Background: an optimization exercise with open tools, aiming at small area and a short achievable clock period. Do not read the settings as production practice. In this exercise RTL edits were held to simulation tests only and were not proved equivalent to the original.

## maple
==> flow/design.v (excerpt) <==
module question_6(
    input clk,
    input rst,
    input signed [15:0] x,
    output reg signed [15:0] y
);
    reg signed [15:0] s1, s2, s3;
    wire [15:0] y_sh1 = {y[15], y[15:1]};
    wire [15:0] y_sh2 = {y[15], y[15], y[15:2]};
    wire [15:0] p1, g1, o1, p2, g2, o2;
    wire [15:0] ss1, cc1, ss2, cc2;
    wire [15:0] y_n, s1_n, s2_n;
    pg3_pre pre1 (.a(s2), .b(y_sh1), .p(p1), .g(g1), .o(o1));
    pg3_pre pre2 (.a(s3), .b(y_sh2), .p(p2), .g(g2), .o(o2));
    pg3_post #(.INV(1)) post1 (.p(p1), .g(g1), .o(o1), .ci(x), .s(ss1), .c(cc1));
    pg3_post #(.INV(0)) post2 (.p(p2), .g(g2), .o(o2), .ci(x), .s(ss2), .c(cc2));
    add16 add_y  (.a(x),   .b(s1),                .s(y_n));
    add16 add_s1 (.a(ss1), .b({cc1[14:0], 1'b1}), .s(s1_n));
    add16 add_s2 (.a(ss2), .b({cc2[14:0], 1'b0}), .s(s2_n));
    always @(posedge clk or posedge rst) begin
        if (rst) begin
            s1 <= 16'sd0;
            s2 <= 16'sd0;
            s3 <= 16'sd0;
            y  <= 16'sd0;
        end else begin
            y  <= y_n;
            s1 <= s1_n;
            s2 <= s2_n;
            s3 <= y;
        end
    end
endmodule
clock: 5.0 ns
lec_check: 0
cap_margin: 20
core_margin: 2
core_utilization: 40
cts_buf_list: sky130_fd_sc_hd__clkbuf_8
cts_cluster_size: 24
setup_slack_margin: 2.5
slew_margin: 20
tns_end_percent: 100
standard.sh (not shown) runs the stock make flow with config.mk's settings and CLKGATE_MAP_FILE= SYNTH_SCRIPT=/design/flow/synth_recipe.tcl, a recipe that flattens the netlist after the stock synthesis.
==> flow/flow/run.sh <==
#!/bin/bash
# Own flow: the standard synthesis, then the combinational logic re-mapped by
# ABC with a delay target (flow/remap.tcl), then the standard layout steps.
# Each tool's output goes to a log file of its own in this folder.
set -euo pipefail
W=$(pwd)
R=$W/orfs/results/$FLOW_PLATFORM/question_6/base
D=$(cat flow/abc_delay_ps)

bash standard.sh synth > $W/log_1_standard_synth.txt 2>&1
cp $R/1_2_yosys.v $W/standard_synth.v

sed "s/{D}/$D/g" flow/abc_remap.script > $W/abc_remap.script
printf "set_driving_cell sky130_fd_sc_hd__buf_1\nset_load 5\n" > $W/abc_remap.constr
REMAP_IN=$W/standard_synth.v REMAP_OUT=$W/remap.v REMAP_SCRIPT=$W/abc_remap.script \
REMAP_CONSTR=$W/abc_remap.constr \
LIB_FILE=$FLOW_HOME/platforms/$FLOW_PLATFORM/lib/sky130_fd_sc_hd__tt_025C_1v80.lib \
  yosys -c flow/remap.tcl > $W/log_2_remap_yosys.txt 2>&1
# keep only the top module (the cell definitions were read from the library)
awk -v top="$FLOW_TOP" '$1=="module" && index($2, top "(")==1 {f=1} f{print} /^endmodule/{f=0}' $W/remap.v.all > $W/remap.v
cp $W/remap.v $R/1_2_yosys.v
rm -f $R/1_synth.odb $R/1_synth.sdc

bash standard.sh finish > $W/log_3_standard_layout.txt 2>&1
==> flow/flow/abc_delay_ps <==
1300
==> flow/flow/abc_remap.script <==
strash
dch
map -D {D}
topo
stime -c
buffer -c
upsize -c -D {D}
dnsize -c -D {D}
stime -c
Other scripts of this flow, unchanged in this note and not shown: flow/flow/remap.tcl
maple finished all stages; the layout is clean.
Here is what was changed in the inputs of delta compared with maple.
- SETUP_SLACK_MARGIN now 3.0, was 2.5
-- flow/flow/run.sh --
<<< maple, line 22
rm -f $R/1_synth.odb $R/1_synth.sdc

bash standard.sh finish > $W/log_3_standard_layout.txt 2>&1
>>> delta, line 22
rm -f $R/1_synth.odb $R/1_synth.sdc

export BUFFER_PORTS_ARGS="-buffer_cell sky130_fd_sc_hd__buf_2"
bash standard.sh finish > $W/log_3_standard_layout.txt 2>&1
==> flow/flow/abc_delay_ps <==
1000
Results
maple ended with every stage complete and zero timing, DRC or antenna violations. No stage failed in delta, and the final checks on the layout all came back clean. The higher number of iterations in the first detailed-routing pass of delta and maple is in maple.
Changes in violet relative to delta:
- SETUP_SLACK_MARGIN: 3.0 -> 2.5
-- flow/flow/run.sh --
<<< delta, line 23

export BUFFER_PORTS_ARGS="-buffer_cell sky130_fd_sc_hd__buf_2"
bash standard.sh finish > $W/log_3_standard_layout.txt 2>&1
>>> violet, line 23

export BUFFER_PORTS_ARGS="-buffer_cell sky130_fd_sc_hd__buf_2"
export CTS_ARGS="-sink_clustering_enable -repair_clock_nets -buf_list sky130_fd_sc_hd__clkbuf_4 -root_buf sky130_fd_sc_hd__clkbuf_8 -sink_clustering_size 32 -sink_clustering_max_diameter 120 -dont_use_dummy_load"
bash standard.sh finish > $W/log_3_standard_layout.txt 2>&1
==> flow/flow/abc_delay_ps <==
1200
==> flow/flow/abc_remap.script <==
strash
dch
map -D {D}
strash
dch
map -D {D}
topo
stime -c
buffer -c
upsize -c -D {D}
dnsize -c -D {D}
==> comparison <==
- Looking at violet and delta, the total of hold buffers inserted after clock tree synthesis is a wash.
- Compared with delta, violet shows sum of met2 wire segment lengths after detailed routing that has gone down by more than a quarter.
- Lower overall via count from detail_route among violet and delta: violet
- Endpoint of the most critical setup path: s2[13] -> delta, s2[15] -> violet
- The final layout from violet, which completed every stage, passed the timing, design-rule and antenna checks at the end of the flow.
- In summary, delta completed successfully, with a layout that passed the timing, design-rule and antenna checks.
## Diff of input files: sierra against violet
- a change of CORE_UTILIZATION from 40 to 60
-- flow/flow/run.sh --
<<< violet, line 23

export BUFFER_PORTS_ARGS="-buffer_cell sky130_fd_sc_hd__buf_2"
export CTS_ARGS="-sink_clustering_enable -repair_clock_nets -buf_list sky130_fd_sc_hd__clkbuf_4 -root_buf sky130_fd_sc_hd__clkbuf_8 -sink_clustering_size 32 -sink_clustering_max_diameter 120 -dont_use_dummy_load"
bash standard.sh finish > $W/log_3_standard_layout.txt 2>&1
>>> sierra, line 23

export BUFFER_PORTS_ARGS="-buffer_cell sky130_fd_sc_hd__buf_2"
bash standard.sh finish > $W/log_3_standard_layout.txt 2>&1
==> flow/flow/abc_delay_ps <==
1300
==> flow/flow/abc_remap.script <==
strash
dch
map -D {D}
topo
stime -c
buffer -c
upsize -c -D {D}
dnsize -c -D {D}
stime -c
==> results.txt <==
- When sierra is set beside violet, its setup slack turns out to be 0.059 ns smaller.
- Wire: sierra routes more than violet
- On sierra: depth of the worst register-to-register path is 5 higher than what violet gave.
- Compared with violet, in sierra global placer's final weighted congestion shrank by about 11%, number of standard-cell rows in the floorplan shrank by 7.

---

Starting RTL as in the previous note.
Design question_6, start of the top module:
module question_6(
    input clk,
    input rst,
    input signed [15:0] x,
    output reg signed [15:0] y
);
Settings: LEC_CHECK=0, CAP_MARGIN=20, CORE_MARGIN=2, CORE_UTILIZATION=40, CTS_BUF_LIST=sky130_fd_sc_hd__clkbuf_8, CTS_CLUSTER_SIZE=24, SETUP_SLACK_MARGIN=2.5, SLEW_MARGIN=20, TNS_END_PERCENT=100; clock period 5.0 ns.
==> flow/flow/run.sh <==
#!/bin/bash
# Own flow: the standard synthesis, then the combinational logic re-mapped by
# ABC with a delay target (flow/remap.tcl), then the standard layout steps.
# Each tool's output goes to a log file of its own in this folder.
set -euo pipefail
W=$(pwd)
R=$W/orfs/results/$FLOW_PLATFORM/question_6/base
D=$(cat flow/abc_delay_ps)

bash standard.sh synth > $W/log_1_standard_synth.txt 2>&1
cp $R/1_2_yosys.v $W/standard_synth.v

sed "s/{D}/$D/g" flow/abc_remap.script > $W/abc_remap.script
printf "set_driving_cell sky130_fd_sc_hd__buf_1\nset_load 5\n" > $W/abc_remap.constr
REMAP_IN=$W/standard_synth.v REMAP_OUT=$W/remap.v REMAP_SCRIPT=$W/abc_remap.script \
REMAP_CONSTR=$W/abc_remap.constr \
LIB_FILE=$FLOW_HOME/platforms/$FLOW_PLATFORM/lib/sky130_fd_sc_hd__tt_025C_1v80.lib \
  yosys -c flow/remap.tcl > $W/log_2_remap_yosys.txt 2>&1
# keep only the top module (the cell definitions were read from the library)
awk -v top="$FLOW_TOP" '$1=="module" && index($2, top "(")==1 {f=1} f{print} /^endmodule/{f=0}' $W/remap.v.all > $W/remap.v
cp $W/remap.v $R/1_2_yosys.v
rm -f $R/1_synth.odb $R/1_synth.sdc

export BUFFER_PORTS_ARGS="-buffer_cell sky130_fd_sc_hd__buf_2"
export CTS_ARGS="-sink_clustering_enable -repair_clock_nets -buf_list sky130_fd_sc_hd__clkbuf_4 -root_buf sky130_fd_sc_hd__clkbuf_8 -sink_clustering_size 16 -dont_use_dummy_load"
bash standard.sh finish > $W/log_3_standard_layout.txt 2>&1
==> flow/flow/abc_delay_ps <==
1600
==> flow/flow/abc_remap.script <==
strash
dch
map -D {D}
strash
dch
map -D {D}
topo
stime -c
buffer -c
upsize -c -D {D}
dnsize -c -D {D}
Other scripts of this flow, unchanged in this note and not shown: flow/flow/remap.tcl
The first run completed with no timing, DRC or antenna violations.
Rerun with:
--- a/flow/flow/run.sh
+++ b/flow/flow/run.sh
@@ -22,5 +22,3 @@
 rm -f $R/1_synth.odb $R/1_synth.sdc
 
-export BUFFER_PORTS_ARGS="-buffer_cell sky130_fd_sc_hd__buf_2"
-export CTS_ARGS="-sink_clustering_enable -repair_clock_nets -buf_list sky130_fd_sc_hd__clkbuf_4 -root_buf sky130_fd_sc_hd__clkbuf_8 -sink_clustering_size 16 -dont_use_dummy_load"
 bash standard.sh finish > $W/log_3_standard_layout.txt 2>&1
==> flow/flow/abc_delay_ps (replaced) <==
1300
==> flow/flow/abc_remap.script (replaced) <==
strash
dch
map -D {D}
topo
stime -c
buffer -c
upsize -c -D {D}
dnsize -c -D {D}
stime -c
--- a/flow/config.mk
+++ b/flow/config.mk
@@ -11,5 +11,5 @@
 export CTS_BUF_LIST = sky130_fd_sc_hd__clkbuf_8
 export CTS_CLUSTER_SIZE = 24
-export SETUP_SLACK_MARGIN = 2.5
+export SETUP_SLACK_MARGIN = 0.5
 export SLEW_MARGIN = 20
 export TNS_END_PERCENT = 100
Result: Sequential share of layout area came out higher by 0.37 points; clock-buffer cell count came out higher by 3; clock skew came out lower by 0.012 ns.
Rerun with:
--- a/flow/flow/run.sh
+++ b/flow/flow/run.sh
@@ -22,3 +22,5 @@
 rm -f $R/1_synth.odb $R/1_synth.sdc
 
+export BUFFER_PORTS_ARGS="-buffer_cell sky130_fd_sc_hd__buf_2"
+export CTS_ARGS="-sink_clustering_enable -repair_clock_nets -buf_list sky130_fd_sc_hd__clkbuf_4 -root_buf sky130_fd_sc_hd__clkbuf_8 -sink_clustering_size 16 -dont_use_dummy_load"
 bash standard.sh finish > $W/log_3_standard_layout.txt 2>&1
==> flow/flow/abc_delay_ps (replaced) <==
1000
==> flow/flow/abc_remap.script (replaced) <==
strash
dch
map -D {D}
strash
dch
map -D {D}
topo
stime -c
buffer -c
upsize -c -D {D}
dnsize -c -D {D}
--- a/flow/config.mk
+++ b/flow/config.mk
@@ -11,5 +11,5 @@
 export CTS_BUF_LIST = sky130_fd_sc_hd__clkbuf_8
 export CTS_CLUSTER_SIZE = 24
-export SETUP_SLACK_MARGIN = 0.5
+export SETUP_SLACK_MARGIN = 2.5
 export SLEW_MARGIN = 20
 export TNS_END_PERCENT = 100
After rerunning: Design area climbs by 6.3%. Wire length climbs by 17%. Cell count climbs by 12%. Sequential cell count does not change. Global-route usage climbs by 0.73 points. First-iteration DRC count climbs by 49%. Die area climbs by 12%.
Rerun with:
--- a/flow/flow/run.sh
+++ b/flow/flow/run.sh
@@ -22,5 +22,5 @@
 rm -f $R/1_synth.odb $R/1_synth.sdc
 
-export BUFFER_PORTS_ARGS="-buffer_cell sky130_fd_sc_hd__buf_2"
+export BUFFER_PORTS_ARGS="-buffer_cell sky130_fd_sc_hd__buf_1"
 export CTS_ARGS="-sink_clustering_enable -repair_clock_nets -buf_list sky130_fd_sc_hd__clkbuf_4 -root_buf sky130_fd_sc_hd__clkbuf_8 -sink_clustering_size 16 -dont_use_dummy_load"
 bash standard.sh finish > $W/log_3_standard_layout.txt 2>&1
==> flow/flow/abc_delay_ps (replaced) <==
1200
After rerunning: Routed wire length goes down by 11%. Final area decreases by 6.9%. Final cell count came out lower by about 10%. Sequential share of layout area grows by 2.0 points. First-iteration DRC count fell by about 22%. Synthesized cell count fell by 10%. Non-clock buffer count rose by 9. Via count shrinks by 10%. Fmax shrinks by 5.7%.

## what the ideal ports hide
How much do the figures lean on ideal ports? The routed layouts below were timed once more, with nothing changed but the port constraints.
Step 1 assumes that a clkbuf_16 drives the clock port and a buf_2 every other input.
Step 2 moves the port delays by t, midway between the first and last clock arrival at a register: inputs arrive t later, outputs are due t later. That takes back most of the time a late clock gives input paths.
Three values: ideal ports, drivers, drivers and shift; two values: the first two.
run | t (ns) | setup slack, ns | worst slew at a driven data input, ns
maple | 0.402 | 2.526 / 2.490 / 2.202 | 0.03
delta | 0.411 | 2.809 / 2.786 / 2.374 | 0.06
violet | 0.387 | 2.627 / 2.630 / 2.243 | 0.04
sierra | 0.381 | 2.568 / 2.573 / 2.192 | 0.04
the first run of note 2 | 0.385 | 2.505 / 2.475 / 2.091 | 0.07
the second run of note 2 | 0.396 | 1.984 / 1.998 / 1.603 | 0.03
the third run of note 2 | 0.383 | 2.705 / 2.717 / 2.334 | 0.03
the fourth run of note 2 | 0.374 | 2.568 / 2.580 / 2.206 | 0.04
After both steps every run listed still meets setup and hold. The setup slack of delta, which loses most, moves by -0.023 ns with the drivers and by -0.435 ns with both steps.
